This design comes from an exercise in tuning for small area, a short achievable clock period and few clock cycles per item on the open sky130 flow, not from production work. Function was checked by simulation only, so behaviour that the tests miss may differ from the original.

==> flow/design.v (excerpt) <==
module circ(clk,rst,buttonRight,buttonCenter,buttonLeft,inputMultiplier,inputMultiplicand,segments,anode_active,doneFlag);
export LEC_CHECK = 0
export ABC_AREA = 1
export CAP_MARGIN = 20
export CORE_MARGIN = 2
export CORE_UTILIZATION = 70
export CTS_CLUSTER_DIAMETER = 200
export CTS_CLUSTER_SIZE = 30
export SLEW_MARGIN = 20
create_clock -name core_clock -period 14.0 [get_ports {clk}]
standard.sh (not shown) runs the stock make flow with config.mk's settings and CLKGATE_MAP_FILE= SYNTH_SCRIPT=/design/flow/synth_recipe.tcl, a recipe that flattens the netlist after the stock synthesis.
==> flow/flow/run.sh <==
#!/bin/bash
# Standard layout with three changes: stronger port buffers, full adders left
# to ABC instead of fixed adder cells, and an ABC mapping script with a real
# delay target (the ORFS area script has none).
set -euo pipefail
cp -r "$FLOW_HOME/scripts" scripts_abc
cat > scripts_abc/abc_area.script <<'EOS'
strash
dc2
dch
map -D 4000
topo
stime -c
buffer -c
upsize -c -D 4000
dnsize -c -D 4000
EOS
export SCRIPTS_DIR="$PWD/scripts_abc"
export ADDER_MAP_FILE=
export BUFFER_PORTS_ARGS="-buffer_cell sky130_fd_sc_hd__buf_2"
bash standard.sh > standard_flow.log 2>&1
Testbench counts at the start, summed over its fixed seeds: cycles 8,000, items 8,000.
Edit:
--- a/flow/flow/run.sh
+++ b/flow/flow/run.sh
@@ -4 +4,2 @@
-# delay target (the ORFS area script has none).
+# delay target (the ORFS area script has none); the post-CTS timing repair
+# aims for extra setup slack.
@@ -20,0 +22,2 @@
+# timing repair after clock-tree synthesis aims for 6.0 ns of extra setup slack
+SETUP_SLACK_MARGIN=6.0 bash standard.sh cts > standard_flow_to_cts.log 2>&1
- CTS_CLUSTER_DIAMETER: 200 -> default
- CTS_CLUSTER_SIZE: 30 -> default
What happened:
- The new run finished with timing, DRC and antenna clean
- count of clock-buffer cells in the layout stays the same
- global-route usage stays the same
- core utilization is unchanged
- wire length is unchanged
- via count does not change
Edit:
--- a/flow/flow/run.sh
+++ b/flow/flow/run.sh
@@ -4,2 +4 @@
-# delay target (the ORFS area script has none); the post-CTS timing repair
-# aims for extra setup slack.
+# delay target (the ORFS area script has none).
@@ -22,2 +20,0 @@
-# timing repair after clock-tree synthesis aims for 6.0 ns of extra setup slack
-SETUP_SLACK_MARGIN=6.0 bash standard.sh cts > standard_flow_to_cts.log 2>&1
Outcome:
- setup slack is unchanged
- utilization is unchanged
- die area does not change
- design area does not change
- final cell count stays the same
- first-iteration DRC count does not change
- hold slack does not change
- critical path depth stays the same
- non-clock buffer count is unchanged
Edit:
--- a/flow/flow/run.sh
+++ b/flow/flow/run.sh
@@ -4 +4,2 @@
-# delay target (the ORFS area script has none).
+# delay target (the ORFS area script has none); the post-CTS timing repair
+# aims for extra setup slack.
@@ -11 +12 @@
-map -D 4000
+map -D 4500
@@ -15,2 +16,2 @@
-upsize -c -D 4000
-dnsize -c -D 4000
+upsize -c -D 4500
+dnsize -c -D 4500
@@ -20,0 +22,2 @@
+# timing repair after clock-tree synthesis aims for 6.5 ns of extra setup slack
+SETUP_SLACK_MARGIN=6.5 bash standard.sh cts > standard_flow_to_cts.log 2>&1
Result: Cell count went up by 1.9%; die area goes down by 0.70%; area after synthesis goes down by 0.74%; wire length came out lower by 0.47%; critical path depth fell by 3; clock skew hardly moves; core utilization climbs by 1.6 points; via count is higher by 0.70%.

circ again, from the RTL that the note above started with.
clock: 14.0 ns
lec_check: 0
abc_area: 1
cap_margin: 20
core_margin: 2
core_utilization: 70
slew_margin: 20
==> flow/flow/run.sh <==
#!/bin/bash
# Standard layout with three changes: stronger port buffers, full adders left
# to ABC instead of fixed adder cells, and an ABC mapping script with a real
# delay target (the ORFS area script has none).
set -euo pipefail
cp -r "$FLOW_HOME/scripts" scripts_abc
cat > scripts_abc/abc_area.script <<'EOS'
strash
dc2
if -g
strash
dc2
if -g
strash
dch
map -D 4000
topo
stime -c
buffer -c
upsize -c -D 4000
dnsize -c -D 4000
EOS
export SCRIPTS_DIR="$PWD/scripts_abc"
export ADDER_MAP_FILE=
export BUFFER_PORTS_ARGS="-buffer_cell sky130_fd_sc_hd__buf_2"
bash standard.sh > standard_flow.log 2>&1
The first run went through all stages and came out clean.
Testbench counts at the start, summed over its fixed seeds: cycles 8,000, items 8,000.
Next try:
--- a/flow/flow/run.sh
+++ b/flow/flow/run.sh
@@ -3,3 +3,4 @@
 # to ABC instead of fixed adder cells, and an ABC mapping script with a real
-# delay target (the ORFS area script has none).
+# delay target (the ORFS area script has none); the post-CTS timing repair
+# aims for extra setup slack.
 set -euo pipefail
@@ -9,7 +10,2 @@
 dc2
-if -g
-strash
-dc2
-if -g
-strash
 dch
@@ -25,2 +21,4 @@
 export BUFFER_PORTS_ARGS="-buffer_cell sky130_fd_sc_hd__buf_2"
+# timing repair after clock-tree synthesis aims for 7.2 ns of extra setup slack
+SETUP_SLACK_MARGIN=7.2 bash standard.sh cts > standard_flow_to_cts.log 2>&1
 bash standard.sh > standard_flow.log 2>&1
Result: The new run aborted during 4_1_cts with DPL-0038; synthesized cell count is lower by a few percent; synthesized area shrinks slightly.
Next try:
--- a/flow/flow/run.sh
+++ b/flow/flow/run.sh
@@ -11,3 +11,3 @@
 dch
-map -D 4000
+map -D 4500
 topo
@@ -15,4 +15,4 @@
 buffer -c
-upsize -c -D 4000
-dnsize -c -D 4000
+upsize -c -D 4500
+dnsize -c -D 4500
 EOS
@@ -21,4 +21,4 @@
 export BUFFER_PORTS_ARGS="-buffer_cell sky130_fd_sc_hd__buf_2"
-# timing repair after clock-tree synthesis aims for 7.2 ns of extra setup slack
-SETUP_SLACK_MARGIN=7.2 bash standard.sh cts > standard_flow_to_cts.log 2>&1
+# timing repair after clock-tree synthesis aims for 6.6 ns of extra setup slack
+SETUP_SLACK_MARGIN=6.6 bash standard.sh cts > standard_flow_to_cts.log 2>&1
 bash standard.sh > standard_flow.log 2>&1
What happened: This time the run passed the timing, design-rule and antenna checks; area after synthesis falls by 0.74%; synthesized cell count rises by 1.7%.
Next try:
--- a/flow/flow/run.sh
+++ b/flow/flow/run.sh
@@ -11,3 +11,3 @@
 dch
-map -D 4500
+map -D 5000
 topo
@@ -15,4 +15,4 @@
 buffer -c
-upsize -c -D 4500
-dnsize -c -D 4500
+upsize -c -D 5000
+dnsize -c -D 5000
 EOS
@@ -21,4 +21,4 @@
 export BUFFER_PORTS_ARGS="-buffer_cell sky130_fd_sc_hd__buf_2"
-# timing repair after clock-tree synthesis aims for 6.6 ns of extra setup slack
-SETUP_SLACK_MARGIN=6.6 bash standard.sh cts > standard_flow_to_cts.log 2>&1
+# timing repair after clock-tree synthesis aims for 6.4 ns of extra setup slack
+SETUP_SLACK_MARGIN=6.4 bash standard.sh cts > standard_flow_to_cts.log 2>&1
 bash standard.sh > standard_flow.log 2>&1
=> Count of clock-buffer cells in the layout shrinks by 1. Routed wire length stays flat. Flip-flop and latch count does not change. Non-clock buffer count shrinks by 17.

==> re-timing with driven ports <==
Ports are ideal in the flow. The routed layouts listed here were re-timed in OpenROAD.
Step 1 assumes that a clkbuf_16 drives the clock port and a buf_2 every other input.
Step 2 times the ports against the registers' clock, not the clock port: input delays grow and output delays shrink by t, the midpoint of the rising clock arrivals with the driver on.
a / b / c = no drivers / after step 1 / after step 2; a / b = the first two.
run | shift t [ns] | slack for setup (ns) | worst setup path at the end | worst register clock-pin slew, ns
the first run of note 1 | 0.295 | 5.983 / 5.954 / 6.191 | input to register | 0.08 / 0.08
the second run of note 1 | 0.295 | 5.983 / 5.954 / 6.191 | input to register | 0.08 / 0.08
the third run of note 1 | 0.295 | 5.983 / 5.954 / 6.191 | input to register | 0.08 / 0.08
the fourth run of note 1 | 0.285 | 6.386 / 6.360 / 6.165 | input to register | 0.08 / 0.08
the first run of note 2 | 0.290 | 6.004 / 5.976 / 6.267 | register to output | 0.08 / 0.08
the third run of note 2 | 0.283 | 6.323 / 6.326 / 6.042 | input to register | 0.08 / 0.08
the fourth run of note 2 | 0.296 | 6.273 / 6.245 / 6.014 | input to register | 0.08 / 0.08
After both steps setup and hold are still met in every run listed. For the third run of note 2, which loses most, drivers alone change the setup slack by +0.003 ns; drivers and shift together by -0.281 ns.
